Context: an optimization exercise on an open-source flow, tuned for small area, a short achievable clock period and few clock cycles. The choices shown serve that exercise and are no tape-out recipe. In this exercise RTL edits were held to simulation tests only and were not proved equivalent to the original.

Setup of rev 12:
Design PSE, start of the top module:
module PSE ( clk,
			reset,
			Xin,
			Yin,
			point_num,
			valid,
			Xout,
			Yout);
Size: roughly 1500 cells after synthesis, about 160 flip-flops, about 46 I/O pins.
clock: 11.0 ns
lec_check: 0
cap_margin: 0
core_margin: 2
core_utilization: 40
setup_slack_margin: 4.0
slew_margin: 0
run.sh (not shown) runs the stock make flow with config.mk's settings and CLKGATE_MAP_FILE= SYNTH_SCRIPT=/design/flow/synth_recipe.tcl, a recipe that flattens the netlist after the stock synthesis.
Rev 12 | status: complete | timing, DRC, antenna: pass
Testbench counts of rev 12, summed over its fixed seeds: cycles 22,671.
The inputs of rev 13 differ from those of rev 12 as listed below.
Settings: SLEW_MARGIN: 0 -> 20; ABC_AREA: unset -> 1; CAP_MARGIN: 0 -> 20.
Findings:
Rev 13 leaves more setup margin than rev 12. In terms of clock-pin slew of the registers on the worst-case setup and hold paths, rev 12 and rev 13 differ only marginally. Rev 13 ended up with a higher non-filler instance count after layout than rev 12 did. Between rev 12 and rev 13, the flow reports routed wirelength normalized by instance count decreasing by a few percent. Going from rev 12 to rev 13, routed wire length grew by more than 10%. Rev 13 vs rev 12 — largest driver fanout on the critical path rose 8. Wire length of the first global-routing pass (rev 13 over rev 12): increase, about 10%. Compared with rev 12, in rev 13 wire length on met1 climbed about 15%; final instance area went up about 3.2%.

* * *

Starting RTL as in the previous note.
clock: 11.0 ns
lec_check: 0
cap_margin: 20
core_margin: 2
core_utilization: 40
setup_slack_margin: 4.0
slew_margin: 20
standard.sh (not shown) runs the stock make flow with config.mk's settings and CLKGATE_MAP_FILE= SYNTH_SCRIPT=/design/flow/synth_recipe.tcl, a recipe that flattens the netlist after the stock synthesis.
==> flow/flow/run.sh <==
#!/bin/bash
# Standard layout, with plain buffers on the ports instead of delay buffers.
cp standard.sh standard_copy.log 2>/dev/null
export BUFFER_PORTS_ARGS="-buffer_cell sky130_fd_sc_hd__buf_2"
bash standard.sh > standard.log 2>&1
Testbench counts at the start, summed over its fixed seeds: cycles 22,671.
Edit:
==> flow/run.sh (new file) <==
#!/bin/bash
# synth_recipe.tcl (not shown) runs the flow's synth.tcl, then flattens the netlist and writes it again
# the make line also repeats each setting of config.mk as NAME=value (left out here)
make -C /OpenROAD-flow-scripts/flow DESIGN_CONFIG=/design/flow/config.mk WORK_HOME=/design/flow/orfs CLKGATE_MAP_FILE= SYNTH_SCRIPT=/design/flow/synth_recipe.tcl finish
--- a/flow/config.mk
+++ b/flow/config.mk
@@ -10,3 +10,3 @@
 export CORE_UTILIZATION = 40
-export SETUP_SLACK_MARGIN = 4.0
+export SETUP_SLACK_MARGIN = 4.5
 export SLEW_MARGIN = 20
removed: flow/flow/run.sh
removed: flow/standard.sh
Outcome: Area after synthesis stays the same. Core utilization increases by 1.9 points. Final area increases by 4.2%. Final cell count increases by 1.1%. Count of clock-buffer cells in the layout decreases by 1. Die area is unchanged. Register-to-register slack gets better by 0.10 ns. Routed wire length increases by 4.0%. Critical path depth decreases by 1. Worst setup slack gets better by 0.10 ns.

* * *

## cedar
Starting RTL as in the previous note.
Settings: LEC_CHECK=0, CAP_MARGIN=20, CORE_MARGIN=2, CORE_UTILIZATION=40, CTS_BUF_LIST=sky130_fd_sc_hd__clkbuf_8, CTS_CLUSTER_DIAMETER=100, CTS_CLUSTER_SIZE=40, SETUP_SLACK_MARGIN=4.5, SLEW_MARGIN=20; clock period 11.0 ns.
run.sh (not shown) runs the stock make flow with config.mk's settings and CLKGATE_MAP_FILE= SYNTH_SCRIPT=/design/flow/synth_recipe.tcl, a recipe that flattens the netlist after the stock synthesis.
Stock flow here: none of the scripts above is used.
Testbench counts of cedar, summed over its fixed seeds: cycles 22,671.
The following lists how maple was set up differently from cedar:
- CTS_BUF_LIST removed (was sky130_fd_sc_hd__clkbuf_8)
- SETUP_SLACK_MARGIN changed from 4.5 to 4.0
- CTS_CLUSTER_SIZE removed (was 40)
- CTS_CLUSTER_DIAMETER removed (was 100)
==> notes.md <==
Run comparison: maple first element of the critical path sy2[9]; cedar first element of the critical path xs[0]
Arrival time at the worst endpoint delta for maple relative to cedar: 0.11 ns higher
Compared maple vs cedar, and sequential share of layout area is up in maple.
Taking cedar as the reference, in maple register-to-register slack went down 0.16 ns; wire length of the first global-routing pass went down 4.5%; design area went down 2.1%; number of diodes went down 1.
Final worst hold slack on maple is behind cedar.
## Diff of input files: fjord against maple
- setting SYNTH_HIERARCHICAL to 1 for the first time
==> flow/flow/run.sh (new file) <==
#!/bin/bash
# The standard layout (the standard.sh), with plain buffers on the ports
# instead of delay buffers. The tools' output goes to standard.log here and to
# the ORFS logs under orfs/logs/.
export BUFFER_PORTS_ARGS="-buffer_cell sky130_fd_sc_hd__buf_2"
bash standard.sh > standard.log 2>&1
==> flow/standard.sh (new file) <==
#!/bin/bash
# synth_recipe.tcl (not shown) runs the flow's synth.tcl, then flattens the netlist and writes it again
# the make line also repeats each setting of config.mk as NAME=value (left out here)
make -C /OpenROAD-flow-scripts/flow DESIGN_CONFIG=/design/flow/config.mk WORK_HOME=/design/flow/orfs CLKGATE_MAP_FILE= SYNTH_SCRIPT=/design/flow/synth_recipe.tcl "${@:-finish}"
removed: flow/run.sh
Results
Delta(multi-input combinational cell count, fjord - maple) > 0
Against maple, number of instances in the placed design in fjord rose slightly.
On global routing met1 resource utilization: between maple and fjord, it ends up higher for maple.
Summary of fjord over maple: setup slack went down by 0.14 ns; post-detailed-placement half-perimeter wirelength went down by 4.3%; average cell area after synthesis went down by 1.5%.
When the final numbers for maple and fjord were put side by side, the combined area of the multi-input logic cells turned out to be greater in fjord.
Per the comparison of fjord with maple, cell area now larger, fraction of the mapped netlist area in simple logic gates climbed 2.7 points.

## static timing again, ports no longer ideal
In the flow no input, the clock included, has a driving cell. The finished layouts below were timed again as built, in two steps.
Step 1 assumes that a clkbuf_16 drives the clock port and a buf_2 every other input.
Step 2, shift: input delay + t, output delay - t, t = (earliest + latest rising clock arrival at the registers) / 2. This alone moves slack from input paths to output paths.
Three values: ideal, step 1, step 2; two values: the first two.
run	t (ns)	setup slack, ns	pins driven straight from the clock port
rev 12	0.490	4.213 / 4.213 / 4.213	1
rev 13	0.480	4.340 / 4.340 / 4.340	1
the first run of note 2	0.475	4.286 / 4.286 / 4.286	1
the second run of note 2	0.476	4.391 / 4.391 / 4.391	1
cedar	0.507	4.381 / 4.381 / 4.381	1
maple	0.479	4.222 / 4.222 / 4.222	1
fjord	0.484	4.086 / 4.086 / 4.086	1
After both steps every run listed still meets setup and hold.
